Context: an optimization exercise on an open-source flow, tuned for small area. The choices shown serve that exercise and are no tape-out recipe. RTL that was checked went through simulation tests only; none was proved equivalent to the original.

==> sierra <==
==> flow/design.v (excerpt) <==
module FIFO_sync(clk,reset,wr_en,rd_en,din,dout,full,empty);
==> module FIFO_sync, before the edit <==
module FIFO_sync(clk,reset,wr_en,rd_en,din,dout,full,empty);
  input clk,reset;
  input wr_en,rd_en;
  input [7:0]din;
  output [7:0]dout;
  output full,empty;
  reg [7:0]mem[0:15]; 
  wire clk,reset;
  wire wr_en,rd_en;
  wire [7:0]din;
  reg [7:0]dout;
  wire full,empty;
  reg [4:0]addr;
  integer i;
  assign full = (addr ==5'b10000) ? 1'b1 : 1'b0;
  assign empty = (addr ==5'b00000) ? 1'b1 : 1'b0;
  always@(posedge clk)
    begin
      if(reset)
        begin
        	addr = 4'b0000;
      		for(i=0;i<=15;i=i+1) 
        		mem[i] = 8'b0;
        end
      else if(wr_en | rd_en) 
        begin
          if(wr_en && (!full))
            begin
            	mem[addr]=din;
            	addr = addr + 1;
            end
          else
            if(rd_en && (!empty))
              begin
                dout =mem[0];
                mem[0] = mem[1];
                mem[1] = mem[2];
                mem[2] = mem[3];
                mem[3] = mem[4];
                mem[4] = mem[5];
                mem[5] = mem[6];
                mem[6] = mem[7];
                mem[7] = mem[8];
                mem[8] = mem[9];
                mem[9] = mem[10];
                mem[10] = mem[11];
                mem[11] = mem[12];
                mem[12] = mem[13];
                mem[13] = mem[14];
                mem[14] = mem[15];
                mem[15] = 8'b0;
                   addr = addr - 1;         
              end
        end
    end
endmodule
export LEC_CHECK = 0
export CAP_MARGIN = 20
export CORE_MARGIN = 2
export CORE_UTILIZATION = 40
export SLEW_MARGIN = 20
create_clock -name core_clock -period 5.0 [get_ports {clk}]
run.sh (not shown) runs the stock make flow with config.mk's settings and CLKGATE_MAP_FILE= SYNTH_SCRIPT=/design/flow/synth_recipe.tcl, a recipe that flattens the netlist after the stock synthesis.
==> nickel (differences from sierra) <==
==> flow/design.v (replaced) <==
`timescale 1ns/1ps
module FIFO_sync(clk,reset,wr_en,rd_en,din,dout,full,empty);
  input clk,reset;
  input wr_en,rd_en;
  input [7:0]din;
  output [7:0]dout;
  output full,empty;
  reg [7:0] dout;
  reg [4:0] count;
  reg [7:0] mem [0:15];    
  integer i;
  assign full  = count[4];
  assign empty = (count == 5'd0);
  wire wr = wr_en & ~full;
  wire rd = ~wr & rd_en & ~empty;
  wire [15:0] sel;
  fifo_dec dec (.rd(rd), .idx(count[3:0]), .sel(sel));
  wire [7:0] rdata;
  genvar b;
  generate
    for (b = 0; b < 8; b = b + 1) begin : g_bit
      fifo_rmux m (.sel(sel), .hold(~rd),
                   .d({mem[15][b], mem[14][b], mem[13][b], mem[12][b],
                       mem[11][b], mem[10][b], mem[9][b],  mem[8][b],
                       mem[7][b],  mem[6][b],  mem[5][b],  mem[4][b],
                       mem[3][b],  mem[2][b],  mem[1][b],  mem[0][b]}),
                   .q(dout[b]), .y(rdata[b]));
    end
  endgenerate
  always @(posedge clk)
    dout <= rdata;
  always @(posedge clk)
    if (wr) begin
      mem[1] <= din;
      for (i = 2; i <= 15; i = i + 1)
        mem[i] <= mem[i-1];
      mem[0] <= mem[15];
    end
  always @(posedge clk)
    if (reset)
      count <= 5'd0;
    else if (wr)
      count <= count + 5'd1;
    else if (rd)
      count <= count - 5'd1;
endmodule
module fifo_dec(rd, idx, sel);
  input rd;
  input [3:0] idx;
  output [15:0] sel;
  genvar k;
  generate
    for (k = 0; k < 16; k = k + 1) begin : g_sel
      assign sel[k] = rd & (idx == k);
    end
  endgenerate
endmodule
module fifo_rmux(sel, hold, d, q, y);
  input [15:0] sel;
  input hold;
  input [15:0] d;
  input q;
  output y;
  assign y = (|(sel & d)) | (hold & q);
endmodule
Settings changed: CTS_BUF_LIST set to sky130_fd_sc_hd__clkbuf_2 sky130_fd_sc_hd__clkbuf_4 sky130_fd_sc_hd__clkbuf_8, SYNTH_HIERARCHICAL set to 1, SYNTH_MINIMUM_KEEP_SIZE set to 0.
==> onyx (differences from sierra) <==
==> flow/design.v (replaced) <==
`timescale 1ns/1ps
module FIFO_sync(clk,reset,wr_en,rd_en,din,dout,full,empty);
  input clk,reset;
  input wr_en,rd_en;
  input [7:0]din;
  output [7:0]dout;
  output full,empty;
  reg [7:0] dout;
  reg [4:0] count;
  reg [7:0] mem [0:15];    
  integer i;
  assign full  = count[4];
  assign empty = (count == 5'd0);
  wire wr = wr_en & ~full;
  wire rd = ~wr & rd_en & ~empty;
  wire [15:0] sel;
  fifo_dec dec (.rd(rd), .idx(count[3:0]), .sel(sel));
  wire [7:0] rdata;
  genvar b;
  generate
    for (b = 0; b < 8; b = b + 1) begin : g_bit
      fifo_rmux m (.sel(sel), .hold(~rd),
                   .d({mem[15][b], mem[14][b], mem[13][b], mem[12][b],
                       mem[11][b], mem[10][b], mem[9][b],  mem[8][b],
                       mem[7][b],  mem[6][b],  mem[5][b],  mem[4][b],
                       mem[3][b],  mem[2][b],  mem[1][b],  mem[0][b]}),
                   .q(dout[b]), .y(rdata[b]));
    end
  endgenerate
  always @(posedge clk)
    dout <= rdata;
  always @(posedge clk)
    if (wr) begin
      mem[1] <= din;
      for (i = 2; i <= 15; i = i + 1)
        mem[i] <= mem[i-1];
      mem[0] <= mem[15];
    end
  always @(posedge clk)
    if (reset)
      count <= 5'd0;
    else if (wr)
      count <= count + 5'd1;
    else if (rd)
      count <= count - 5'd1;
endmodule
module fifo_dec(rd, idx, sel);
  input rd;
  input [3:0] idx;
  output [15:0] sel;
  genvar k;
  generate
    for (k = 0; k < 16; k = k + 1) begin : g_sel
      assign sel[k] = rd & (idx == k);
    end
  endgenerate
endmodule
module fifo_rmux(sel, hold, d, q, y);
  input [15:0] sel;
  input hold;
  input [15:0] d;
  input q;
  output y;
  wire [5:0] n;
  fifo_aoi222 g0 (.a0(sel[0]),  .b0(d[0]),  .a1(sel[1]),  .b1(d[1]),  .a2(sel[2]),  .b2(d[2]),  .y(n[0]));
  fifo_aoi222 g1 (.a0(sel[3]),  .b0(d[3]),  .a1(sel[4]),  .b1(d[4]),  .a2(sel[5]),  .b2(d[5]),  .y(n[1]));
  fifo_aoi222 g2 (.a0(sel[6]),  .b0(d[6]),  .a1(sel[7]),  .b1(d[7]),  .a2(sel[8]),  .b2(d[8]),  .y(n[2]));
  fifo_aoi222 g3 (.a0(sel[9]),  .b0(d[9]),  .a1(sel[10]), .b1(d[10]), .a2(sel[11]), .b2(d[11]), .y(n[3]));
  fifo_aoi222 g4 (.a0(sel[12]), .b0(d[12]), .a1(sel[13]), .b1(d[13]), .a2(sel[14]), .b2(d[14]), .y(n[4]));
  fifo_aoi22  g5 (.a0(sel[15]), .b0(d[15]), .a1(hold),    .b1(q),     .y(n[5]));
  assign y = ~&n;
endmodule
module fifo_aoi222(a0, b0, a1, b1, a2, b2, y);
  input a0, b0, a1, b1, a2, b2;
  output y;
  assign y = ~((a0 & b0) | (a1 & b1) | (a2 & b2));
endmodule
module fifo_aoi22(a0, b0, a1, b1, y);
  input a0, b0, a1, b1;
  output y;
  assign y = ~((a0 & b0) | (a1 & b1));
endmodule
==> flow/flow/run.sh (new file) <==
#!/bin/bash
# Standard layout, with small port buffers and a clock tree without dummy loads.
set -euo pipefail
bash standard.sh \
  BUFFER_PORTS_ARGS="-buffer_cell sky130_fd_sc_hd__buf_1" \
  CTS_ARGS="-sink_clustering_enable -repair_clock_nets -dont_use_dummy_load -buf_list sky130_fd_sc_hd__clkbuf_4" \
  finish > make.log 2>&1
==> flow/standard.sh (new file) <==
#!/bin/bash
# synth_recipe.tcl (not shown) runs the flow's synth.tcl, then flattens the netlist and writes it again
# the make line also repeats each setting of config.mk as NAME=value (left out here)
make -C /OpenROAD-flow-scripts/flow DESIGN_CONFIG=/design/flow/config.mk WORK_HOME=/design/flow/orfs CLKGATE_MAP_FILE= SYNTH_SCRIPT=/design/flow/synth_recipe.tcl "${@:-finish}"
Settings changed: SYNTH_HIERARCHICAL set to 1, SYNTH_MINIMUM_KEEP_SIZE set to 0.
removed: flow/run.sh
==> flow_metrics.tcl <==
set metrics [dict create \
    status "finished clean" \
    cts_root_buffer "clkbuf_4" \
    place_inst 461 \
    dieWidth_um 117 \
    fmax_mhz 319 \
    grt_max_degree 71 \
    synthDistinctLibCells 28 \
    grt_use_met2_pct 23.0 \
]
the above is filed under onyx

==> flow_metrics.tcl <==
set metrics [dict create \
    netlist_area_um2 6590 \
    dieWidth_um 132 \
    grt_max_degree 90 \
    fmax_mhz 284 \
    cts_root_buffer "clkbuf_16" \
    seq_share_pct 38.4 \
    place_inst 890 \
    status "finished clean" \
    synthDistinctLibCells 49 \
]
the above is filed under sierra

==> flow_metrics.tcl <==
set metrics [dict create \
    tns_ns 0 \
    period_share_pct 71.5 \
    place_inst 490 \
    fmax_mhz 280 \
    status "finished clean" \
    max_cap_viol_count 0 \
    cts_root_buffer "clkbuf_8" \
    dieWidth_um 118 \
    numClockSinks 141 \
    grt_max_degree 90 \
    synth_top_family_by_area "compound AO/OA/AOI/OAI gates" \
    overflow 0 \
    final_cell_mix "128 x edfxtp_1, 32 x a22oi_1, 21 x clkdlybuf4s50_1, 17 x clkbuf_8" \
    grt_use_met2_pct 23.8 \
]
the above is filed under nickel

For nickel, only the layout was checked, not whether the RTL still works.

==> afterwards: timing with drivers on the ports <==
The flow's constraints put no driver on any port. The routed layouts listed below were extracted and timed again, unchanged, in two steps.
Step 1 sets driving cells, clkbuf_16 on the clock port and buf_2 on the other inputs (assumed; they add their load-dependent delay and slew).
Step 2, shift: input delay + t, output delay - t, t = (earliest + latest rising clock arrival at the registers) / 2. This alone moves slack from input paths to output paths.
Slacks: ideal / step 1 / step 2; pairs: ideal / step 1.
run	t (ns)	setup slack, ns	worst setup path at the end	slew at the worst register clock pin (ns)
sierra	0.460	1.482 / 1.440 / 1.195	input to register	0.06 / 0.06
nickel	0.463	1.426 / 1.437 / 0.975	input to register	0.08 / 0.08
onyx	0.537	1.865 / 1.865 / 1.445	input to register	0.12 / 0.12
After both steps setup and hold are still met in every run listed. The setup slack of nickel, which loses most, moves by +0.011 ns with the drivers and by -0.451 ns with both steps.
